Context: an optimization exercise on an open-source flow, tuned for small area, a short achievable clock period and few clock cycles per item. The choices shown serve that exercise and are no tape-out recipe.
RTL that was checked went through simulation tests only; none was proved equivalent to the original.
The clock port is modelled as an ideal driver; clocking choices that lean on that would not hold on a real chip.
Power figures rest on the tool's default switching activity, not on a simulated workload.

Design systolic_array_controller, start of the top module:
module systolic_array_controller (
	input clk,
	input rst_n,
	input [3:0] a11, a12, a21, a22,
	input [3:0] b11, b12, b21, b22,
	input in_valid,
	output logic [8:0] c11, c12, c21, c22,
	output logic out_valid
);
Size in the first run: ~5500 sq um of cells after synthesis.
export LEC_CHECK = 0
export CAP_MARGIN = 20
export CORE_MARGIN = 2
export CORE_UTILIZATION = 65
export CTS_BUF_LIST = sky130_fd_sc_hd__clkbuf_8
export SLEW_MARGIN = 20
export SYNTH_HIERARCHICAL = 1
export SYNTH_MINIMUM_KEEP_SIZE = 0
create_clock -name core_clock -period 5.0 [get_ports {clk}]
standard.sh (not shown) runs the stock make flow with config.mk's settings and CLKGATE_MAP_FILE= SYNTH_SCRIPT=/design/flow/synth_recipe.tcl, a recipe that flattens the netlist after the stock synthesis.
==> flow/flow/run.sh <==
#!/bin/bash
# Own layout flow: the standard layout (standard.sh), with the port buffers
# made from sky130_fd_sc_hd__buf_1 instead of the resizer's default choice.
# make's full output (yosys, openroad, ...) goes to make_finish.log here; ORFS
# keeps each step's own log under orfs/logs/.
set -euo pipefail
export BUFFER_PORTS_ARGS="-buffer_cell sky130_fd_sc_hd__buf_1"
bash standard.sh finish > make_finish.log 2>&1
Rerun with:
Settings changed: SETUP_SLACK_MARGIN set to 2.8.
The changed run completed without violations.
Total power goes up by 17%.
Via count is higher by 4.6%.
Synthesized area is unchanged.
Final cell count grows by 1.8%.
Flip-flop and latch count does not change.
Sequential power stays flat.
Routed wire length climbs by 7.3%.
Function was not checked in any run of this note: the RTL went through the layout flow alone.

* * *

v6:
Another version of the RTL of systolic_array_controller (not shown whole).
Size in the first run: roughly 480 cells after synthesis, about 110 flip-flops, ~0.0054 mm² of cells after synthesis.
Design systolic_array_controller, start of the top module:
module systolic_array_controller (
	input clk,
	input rst_n,
	input [3:0] a11, a12, a21, a22,
	input [3:0] b11, b12, b21, b22,
	input in_valid,
	output logic [8:0] c11, c12, c21, c22,
	output logic out_valid
);
Settings: LEC_CHECK=0, CAP_MARGIN=20, CORE_MARGIN=2, CORE_UTILIZATION=65, CTS_BUF_LIST=sky130_fd_sc_hd__clkbuf_8, SLEW_MARGIN=20, SYNTH_HIERARCHICAL=1, SYNTH_MINIMUM_KEEP_SIZE=0; clock period 5.0 ns.
==> flow/flow/run.sh <==
#!/bin/bash
# Own layout flow: the standard layout (standard.sh), with the port buffers
# made from sky130_fd_sc_hd__buf_2 instead of the resizer's default choice.
# make's full output (yosys, openroad, ...) goes to make_finish.log here; ORFS
# keeps each step's own log under orfs/logs/.
set -euo pipefail
export BUFFER_PORTS_ARGS="-buffer_cell sky130_fd_sc_hd__buf_2"
bash standard.sh finish > make_finish.log 2>&1
Testbench counts of v6, summed over its fixed seeds: cycles 1,216, items 1,200.
[inputs] v7 vs v6
diff --git a/flow/flow/run.sh b/flow/flow/run.sh
--- a/flow/flow/run.sh
+++ b/flow/flow/run.sh
@@ -3 +3 @@
-# made from sky130_fd_sc_hd__buf_2 instead of the resizer's default choice.
+# made from sky130_fd_sc_hd__buf_1 instead of the resizer's default choice.
@@ -7 +7 @@
-export BUFFER_PORTS_ARGS="-buffer_cell sky130_fd_sc_hd__buf_2"
+export BUFFER_PORTS_ARGS="-buffer_cell sky130_fd_sc_hd__buf_1"
- Compared to v6, v7 has met3 track utilization from global routing 1.4 points lower.
- v7 ends up with lower final-layout non-clock buffer area share than v6 does.
- Static power due to leakage (v7 over v6): decrease, about 8%
- Diff v6 -> v7: share of the clock period used by the worst path fell by 0.62 points; fmax rose by 4.8 MHz.
- ~same overall global routing resource usage in v7 and v6
- v7 — total power about 0.54% lower, v6 as reference

* * *

Setup of job 7354:
Another version of the RTL of systolic_array_controller (not shown whole).
Size in the first run: about 450 cells after synthesis, ~98 flip-flops, ~5100 um^2 of cells after synthesis.
Settings: LEC_CHECK=0, CAP_MARGIN=20, CORE_MARGIN=2, CORE_UTILIZATION=65, CTS_BUF_LIST=sky130_fd_sc_hd__clkbuf_8, CTS_CLUSTER_DIAMETER=60, CTS_CLUSTER_SIZE=25, SLEW_MARGIN=20, SYNTH_HIERARCHICAL=1, SYNTH_MINIMUM_KEEP_SIZE=0; clock period 5.0 ns.
==> flow/flow/run.sh <==
#!/bin/bash
# Own layout flow: the standard layout (standard.sh), with the port buffers
# made from sky130_fd_sc_hd__buf_2 instead of the resizer's default choice.
# make's full output (yosys, openroad, ...) goes to make_finish.log here; ORFS
# keeps each step's own log under orfs/logs/.
set -euo pipefail
export BUFFER_PORTS_ARGS="-buffer_cell sky130_fd_sc_hd__buf_2"
bash standard.sh finish > make_finish.log 2>&1
Job 7354 finished end to end and its layout was clean on timing, DRC and antenna.
Testbench counts of job 7354, summed over its fixed seeds: cycles 1,216, items 1,200.
What job 1855 does differently from job 7354 at the input level:
# job 7354
export LEC_CHECK = 0
export CAP_MARGIN = 20
export CORE_MARGIN = 2
export CORE_UTILIZATION = 65
export CTS_BUF_LIST = sky130_fd_sc_hd__clkbuf_8
export CTS_CLUSTER_DIAMETER = 60
export CTS_CLUSTER_SIZE = 25
export SLEW_MARGIN = 20
export SYNTH_HIERARCHICAL = 1
export SYNTH_MINIMUM_KEEP_SIZE = 0
create_clock -name core_clock -period 5.0 [get_ports {clk}]
# job 1855
export LEC_CHECK = 0
export CAP_MARGIN = 20
export CORE_MARGIN = 2
export CORE_UTILIZATION = 50
export CTS_BUF_LIST = sky130_fd_sc_hd__clkbuf_8
export PLACE_DENSITY = 0.75
export SLEW_MARGIN = 20
export SYNTH_HIERARCHICAL = 1
export SYNTH_MINIMUM_KEEP_SIZE = 0
create_clock -name core_clock -period 5.0 [get_ports {clk}]
diff --git a/flow/flow/run.sh b/flow/flow/run.sh
--- a/flow/flow/run.sh
+++ b/flow/flow/run.sh
@@ -2,2 +2,4 @@
-# Own layout flow: the standard layout (standard.sh), with the port buffers
-# made from sky130_fd_sc_hd__buf_2 instead of the resizer's default choice.
+# Own layout flow: the standard layout (standard.sh), with smaller port
+# buffers than the resizer's default choice: sky130_fd_sc_hd__buf_2 on the inputs
+# (each drives eight gates) and, through flow/ports.tcl after global placement,
+# sky130_fd_sc_hd__buf_1 on the outputs.
@@ -7,0 +10 @@
+export POST_GLOBAL_PLACE_TCL="$PWD/flow/ports.tcl"
==> flow/flow/ports.tcl (new file) <==
# Runs after global placement (POST_GLOBAL_PLACE_TCL).  buffer_ports gave every
# port a sky130_fd_sc_hd__buf_2; the output ports' buffers only drive the pin
# load, so they become sky130_fd_sc_hd__buf_1 (detailed placement legalizes).
set n 0
foreach inst [[ord::get_db_block] getInsts] {
  if {[string match "output*" [$inst getName]] && [[$inst getMaster] getName] eq "sky130_fd_sc_hd__buf_2"} {
    replace_cell [$inst getName] sky130_fd_sc_hd__buf_1
    incr n
  }
}
puts "ports.tcl: $n output buffers are now sky130_fd_sc_hd__buf_1"
Notes after the runs:
- Job 1855 -> job 7354: design area flat
- Setup slack: job 1855 vs job 7354 down 0.0048 ns
- As far as area of placed instances is concerned, job 7354 and job 1855 perform about the same.
- [job 1855] wire length the detailed router placed on met1 fell 0.53% relative to job 7354
- Job 1855 and job 7354 ended up with nearly the same top achievable clock speed.
Input changes introduced in job 6853 (baseline for comparison: job 1855):
# job 1855
export LEC_CHECK = 0
export CAP_MARGIN = 20
export CORE_MARGIN = 2
export CORE_UTILIZATION = 50
export CTS_BUF_LIST = sky130_fd_sc_hd__clkbuf_8
export PLACE_DENSITY = 0.75
export SLEW_MARGIN = 20
export SYNTH_HIERARCHICAL = 1
export SYNTH_MINIMUM_KEEP_SIZE = 0
create_clock -name core_clock -period 5.0 [get_ports {clk}]
# job 6853
export LEC_CHECK = 0
export CAP_MARGIN = 20
export CORE_MARGIN = 2
export CORE_UTILIZATION = 65
export CTS_BUF_LIST = sky130_fd_sc_hd__clkbuf_8
export SLEW_MARGIN = 20
export SYNTH_HIERARCHICAL = 1
export SYNTH_MINIMUM_KEEP_SIZE = 0
create_clock -name core_clock -period 5.0 [get_ports {clk}]
- On data required time at the worst endpoint: between job 1855 and job 6853, it ends up higher for job 1855.
- Job 6853 vs job 1855: die footprint down by more than 10%
- Job 6853 against job 1855: wire length decreased about 3.2%, worst supply voltage drop on vdd increased 33%.
Input-level comparison between job 6727 and job 6853:
==> flow/flow/run.sh <==
#!/bin/bash
# Own layout flow: the standard layout (standard.sh), with the port buffers
# made from sky130_fd_sc_hd__buf_2 instead of the resizer's default choice.
# make's full output (yosys, openroad, ...) goes to make_finish.log here; ORFS
# keeps each step's own log under orfs/logs/.
set -euo pipefail
export BUFFER_PORTS_ARGS="-buffer_cell sky130_fd_sc_hd__buf_2"
bash standard.sh finish > make_finish.log 2>&1
removed: flow/flow/ports.tcl
Notes after the runs:
- Having completed the whole flow, job 6727 delivered a layout that passed the timing, design-rule and antenna checks.
- Compared to job 6853, job 6727 shows a wider setup margin.
- Comparing job 6727 and job 6853, met3 track demand over resource is higher on job 6727.
- Looking at worst reg-to-reg setup slack, job 6727 sits above job 6853.
- Of the two values seen for startpoint of the worst setup timing path, b22[2] was produced by job 6853 and a22[0] by job 6727.
- Final cell count essentially unchanged between job 6727 and job 6853.
- Taking job 6853 as the reference point, the final area of job 6727 rises by 1.4%.
- Reported for job 6727 and job 6853, flip-flop and latch count turned out identical to the last digit.
- Final wirelength, job 6727 vs job 6853: up by a few percent
- Job 6853 -> job 6727: achievable frequency flat
- On buffering overhead, the lower figure sits with job 6853, not job 6727.

* * *

## rev 12
systolic_array_controller, a different RTL version from the one above (not shown whole).
Size: roughly 580 cells after synthesis, roughly 72 I/O pins.
export LEC_CHECK = 0
export CAP_MARGIN = 20
export CORE_MARGIN = 2
export CORE_UTILIZATION = 65
export CTS_BUF_LIST = sky130_fd_sc_hd__clkbuf_8
export SLEW_MARGIN = 20
export SYNTH_HIERARCHICAL = 1
export SYNTH_MINIMUM_KEEP_SIZE = 0
create_clock -name core_clock -period 5.0 [get_ports {clk}]
==> flow/flow/run.sh <==
#!/bin/bash
# Own layout flow: the standard layout (standard.sh), with smaller port
# buffers than the resizer's default choice: sky130_fd_sc_hd__buf_4 on the inputs
# (each drives eight gates) and, through flow/ports.tcl after global placement,
# sky130_fd_sc_hd__buf_1 on the outputs.
# make's full output (yosys, openroad, ...) goes to make_finish.log here; ORFS
# keeps each step's own log under orfs/logs/.
set -euo pipefail
export BUFFER_PORTS_ARGS="-buffer_cell sky130_fd_sc_hd__buf_4"
export POST_GLOBAL_PLACE_TCL="$PWD/flow/ports.tcl"
bash standard.sh finish > make_finish.log 2>&1
==> flow/flow/ports.tcl <==
# Runs after global placement (POST_GLOBAL_PLACE_TCL).  buffer_ports gave every
# port a sky130_fd_sc_hd__buf_4; the output ports' buffers only drive the pin
# load, so they become sky130_fd_sc_hd__buf_1 (detailed placement legalizes).
set n 0
foreach inst [[ord::get_db_block] getInsts] {
  if {[string match "output*" [$inst getName]] && [[$inst getMaster] getName] eq "sky130_fd_sc_hd__buf_4"} {
    replace_cell [$inst getName] sky130_fd_sc_hd__buf_1
    incr n
  }
}
puts "ports.tcl: $n output buffers are now sky130_fd_sc_hd__buf_1"
Having completed the whole flow, rev 12 delivered a layout that passed the timing, design-rule and antenna checks.
Testbench counts of rev 12, summed over its fixed seeds: cycles 1,216, items 1,200.
Inputs modified between rev 12 and rev 13:
- setting PLACE_DENSITY to 0.85 for the first time
- Fmax: rev 13 below rev 12
- [rev 13 vs rev 12] count of clock-buffer cells in the layout: higher in rev 13
- Looking at slowest cell on the critical path, the sky130_fd_sc_hd__xor2_1 result is from rev 13; the sky130_fd_sc_hd__maj3_2 one comes from rev 12.
- Rev 13 — share of the clock period used by the worst path 2.0 points higher, rev 12 as reference

* * *

the baseline:
systolic_array_controller, a different RTL version from the one above (not shown whole).
Size: about 480 cells after synthesis, roughly 72 I/O pins.
==> flow/config.mk <==
export PLATFORM = sky130hd
export DESIGN_NAME = systolic_array_controller
export DESIGN_NICKNAME = systolic_array_controller
export VERILOG_FILES = /design/flow/design.v
export SDC_FILE = /design/flow/constraint.sdc
export NUM_CORES = 4
export LEC_CHECK = 0
export CAP_MARGIN = 20
export CORE_MARGIN = 2
export CORE_UTILIZATION = 65
export CTS_BUF_LIST = sky130_fd_sc_hd__clkbuf_8
export SLEW_MARGIN = 20
export SYNTH_HIERARCHICAL = 1
export SYNTH_MINIMUM_KEEP_SIZE = 0
==> flow/constraint.sdc <==
create_clock -name core_clock -period 5.0 [get_ports {clk}]
set_input_delay 1.0000 -clock core_clock [delete_from_list [all_inputs] [get_ports {clk}]]
set_output_delay 1.0000 -clock core_clock [all_outputs]
set_load 0.01 [all_outputs]
==> flow/flow/run.sh <==
#!/bin/bash
# Own layout flow: the standard layout (standard.sh) with two changes:
# - the port buffers are sky130_fd_sc_hd__buf_1 instead of the resizer's default;
# - before CTS, flow/skew.tcl gives the output registers their own clock buffer,
#   so that their clock arrives later (useful skew for the stage-2 paths).
# make's full output (yosys, openroad, ...) goes to make_finish.log here; ORFS
# keeps each step's own log under orfs/logs/.
set -euo pipefail
export BUFFER_PORTS_ARGS="-buffer_cell sky130_fd_sc_hd__buf_1"
export PRE_CTS_TCL="$PWD/flow/skew.tcl"
bash standard.sh finish > make_finish.log 2>&1
==> flow/flow/skew.tcl <==
# Runs just before clock tree synthesis (PRE_CTS_TCL).  The output registers
# (c11..c22 and out_valid) get their clock through one extra clock buffer, so
# their clock arrives later than that of the stage-1 registers (useful skew
# for the register-to-register paths of stage 2).  CTS then builds the clock
# tree for both nets.
set block [ord::get_db_block]
set db [ord::get_db]
set master [$db findMaster sky130_fd_sc_hd__clkbuf_2]
set clk [$block findNet clk]
set regs {}
set sx 0
set sy 0
foreach inst [$block getInsts] {
  if {[regexp {^(c(11|12|21|22)\\?\[[0-9]+\\?\]|out_valid)\$_DFF} [$inst getName]]} {
    lappend regs $inst
    set b [$inst getBBox]
    set sx [expr {$sx + ([$b xMin] + [$b xMax]) / 2}]
    set sy [expr {$sy + ([$b yMin] + [$b yMax]) / 2}]
  }
}
set n [llength $regs]
puts "skew.tcl: $n output registers"
set buf [odb::dbInst_create $block $master clkskew_buf]
set net [odb::dbNet_create $block clk_out_regs]
$net setSigType CLOCK
[$buf findITerm A] connect $clk
[$buf findITerm X] connect $net
foreach inst $regs {
  set it [$inst findITerm CLK]
  $it disconnect
  $it connect $net
}
$buf setLocation [expr {$sx / $n}] [expr {$sy / $n}]
$buf setPlacementStatus PLACED
Every stage of the flow completed for the baseline, and the final layout passed the timing, design-rule and antenna checks.
Testbench counts of the baseline, summed over its fixed seeds: cycles 1,216, items 1,200.
The following lists how the candidate was set up differently from the baseline:
==> flow/flow/run.sh <==
#!/bin/bash
# Own layout flow: the standard layout (standard.sh), with the port buffers
# made from sky130_fd_sc_hd__buf_1 instead of the resizer's default choice.
# make's full output (yosys, openroad, ...) goes to make_finish.log here; ORFS
# keeps each step's own log under orfs/logs/.
set -euo pipefail
export BUFFER_PORTS_ARGS="-buffer_cell sky130_fd_sc_hd__buf_1"
bash standard.sh finish > make_finish.log 2>&1
removed: flow/flow/skew.tcl
==> comparison <==
The path type of the worst min-delay path comes out in -> async in one run and reg -> reg in the other, namely in the baseline and the candidate respectively. Combinational fraction of design power: the candidate vs the baseline up 3.8 points. [compare] base=the baseline new=the candidate: core utilization of the finished layout saw a decrease, first-iteration DRC count saw a decrease, ratio of routed vias to standard cells saw a decrease, insertion delay to the later sink of the worst-skew pair saw a decrease, routed wire length saw a decrease. The candidate: PASS, flow complete, no timing, DRC or antenna violations. [the candidate vs the baseline] final cell area excluding filler cells: lower in the candidate.

* * *

## before
Another version of the RTL of systolic_array_controller (not shown whole).
Size in the first run: ~440 cells after synthesis, roughly 98 flip-flops, about 0.0050 mm² of cells after synthesis.
clock: 5.0 ns
lec_check: 0
cap_margin: 20
core_margin: 2
core_utilization: 65
cts_buf_list: sky130_fd_sc_hd__clkbuf_8
slew_margin: 20
synth_hierarchical: 1
synth_minimum_keep_size: 0
==> flow/flow/run.sh <==
#!/bin/bash
# Own layout flow: the standard layout (standard.sh), with smaller port
# buffers than the resizer's default choice: sky130_fd_sc_hd__buf_4 on the inputs
# (each drives eight gates) and, through flow/ports.tcl after global placement,
# sky130_fd_sc_hd__buf_1 on the outputs.
# make's full output (yosys, openroad, ...) goes to make_finish.log here; ORFS
# keeps each step's own log under orfs/logs/.
set -euo pipefail
export BUFFER_PORTS_ARGS="-buffer_cell sky130_fd_sc_hd__buf_4"
export POST_GLOBAL_PLACE_TCL="$PWD/flow/ports.tcl"
bash standard.sh finish > make_finish.log 2>&1
Scripts as last shown in full above: flow/flow/ports.tcl
Testbench counts of before, summed over its fixed seeds: cycles 1,216, items 1,200.
The inputs of after differ from those of before as listed below.
diff --git a/flow/flow/run.sh b/flow/flow/run.sh
--- a/flow/flow/run.sh
+++ b/flow/flow/run.sh
@@ -3 +3 @@
-# buffers than the resizer's default choice: sky130_fd_sc_hd__buf_4 on the inputs
+# buffers than the resizer's default choice: sky130_fd_sc_hd__buf_2 on the inputs
@@ -9 +9 @@
-export BUFFER_PORTS_ARGS="-buffer_cell sky130_fd_sc_hd__buf_4"
+export BUFFER_PORTS_ARGS="-buffer_cell sky130_fd_sc_hd__buf_2"
diff --git a/flow/flow/ports.tcl b/flow/flow/ports.tcl
--- a/flow/flow/ports.tcl
+++ b/flow/flow/ports.tcl
@@ -2 +2 @@
-# port a sky130_fd_sc_hd__buf_4; the output ports' buffers only drive the pin
+# port a sky130_fd_sc_hd__buf_2; the output ports' buffers only drive the pin
@@ -6 +6 @@
-  if {[string match "output*" [$inst getName]] && [[$inst getMaster] getName] eq "sky130_fd_sc_hd__buf_4"} {
+  if {[string match "output*" [$inst getName]] && [[$inst getMaster] getName] eq "sky130_fd_sc_hd__buf_2"} {
Notes after the runs:
Of after and before, the run reporting the lower area growth from synthesis to final layout was after.
Comparing after with before, the critical path data required time came out essentially unchanged.
after against before: final worst-path cycle share rose 1.3 points, worst slack at placement fell 76 ps, met2 layer wire length in the routed design rose about 5.7%.

## re-timing with driven ports
How much do the figures lean on ideal ports? The routed layouts below were timed once more, with nothing changed but the port constraints. Step 1, drivers: a clkbuf_16 drives clk and a buf_2 each remaining input, both assumed. Step 2 times the ports against the registers' clock, not the clock port: input delays grow and output delays shrink by t, the midpoint of the rising clock arrivals with the driver on. a / b / c = ideal / step 1 / step 2; a / b = the first two.
run	t, ns	setup WS [ns]	worst setup path at the end	latest minus earliest clock arrival (ns)
the first run of note 1	0.391	2.522 / 2.522 / 2.334	input to register	0.011 / 0.010
the second run of note 1	0.396	2.582 / 2.582 / 2.413	input to register	0.010 / 0.010
v6	0.395	2.442 / 2.442 / 2.442	register to register	0.013 / 0.013
v7	0.391	2.473 / 2.473 / 2.339	input to register	0.015 / 0.015
job 7354	0.396	2.510 / 2.501 / 2.105	input to register	0.012 / 0.012
job 1855	0.400	2.505 / 2.495 / 2.095	input to register	0.010 / 0.010
job 6853	0.387	2.505 / 2.494 / 2.107	input to register	0.014 / 0.014
job 6727	0.396	2.510 / 2.501 / 2.105	input to register	0.012 / 0.012
rev 12	0.390	2.838 / 2.843 / 2.454	input to register	0.016 / 0.017
rev 13	0.393	2.736 / 2.748 / 2.355	input to register	0.017 / 0.017
the baseline	0.631	2.568 / 2.568 / 2.316	input to register	0.047 / 0.047
the candidate	0.404	2.534 / 2.534 / 2.333	input to register	0.013 / 0.014
before	0.393	2.554 / 2.550 / 2.158	input to register	0.019 / 0.019
after	0.396	2.488 / 2.482 / 2.087	input to register	0.012 / 0.013
After both steps every run listed still meets setup and hold. The setup slack of job 1855, which loses most, moves by -0.010 ns with the drivers and by -0.410 ns with both steps.
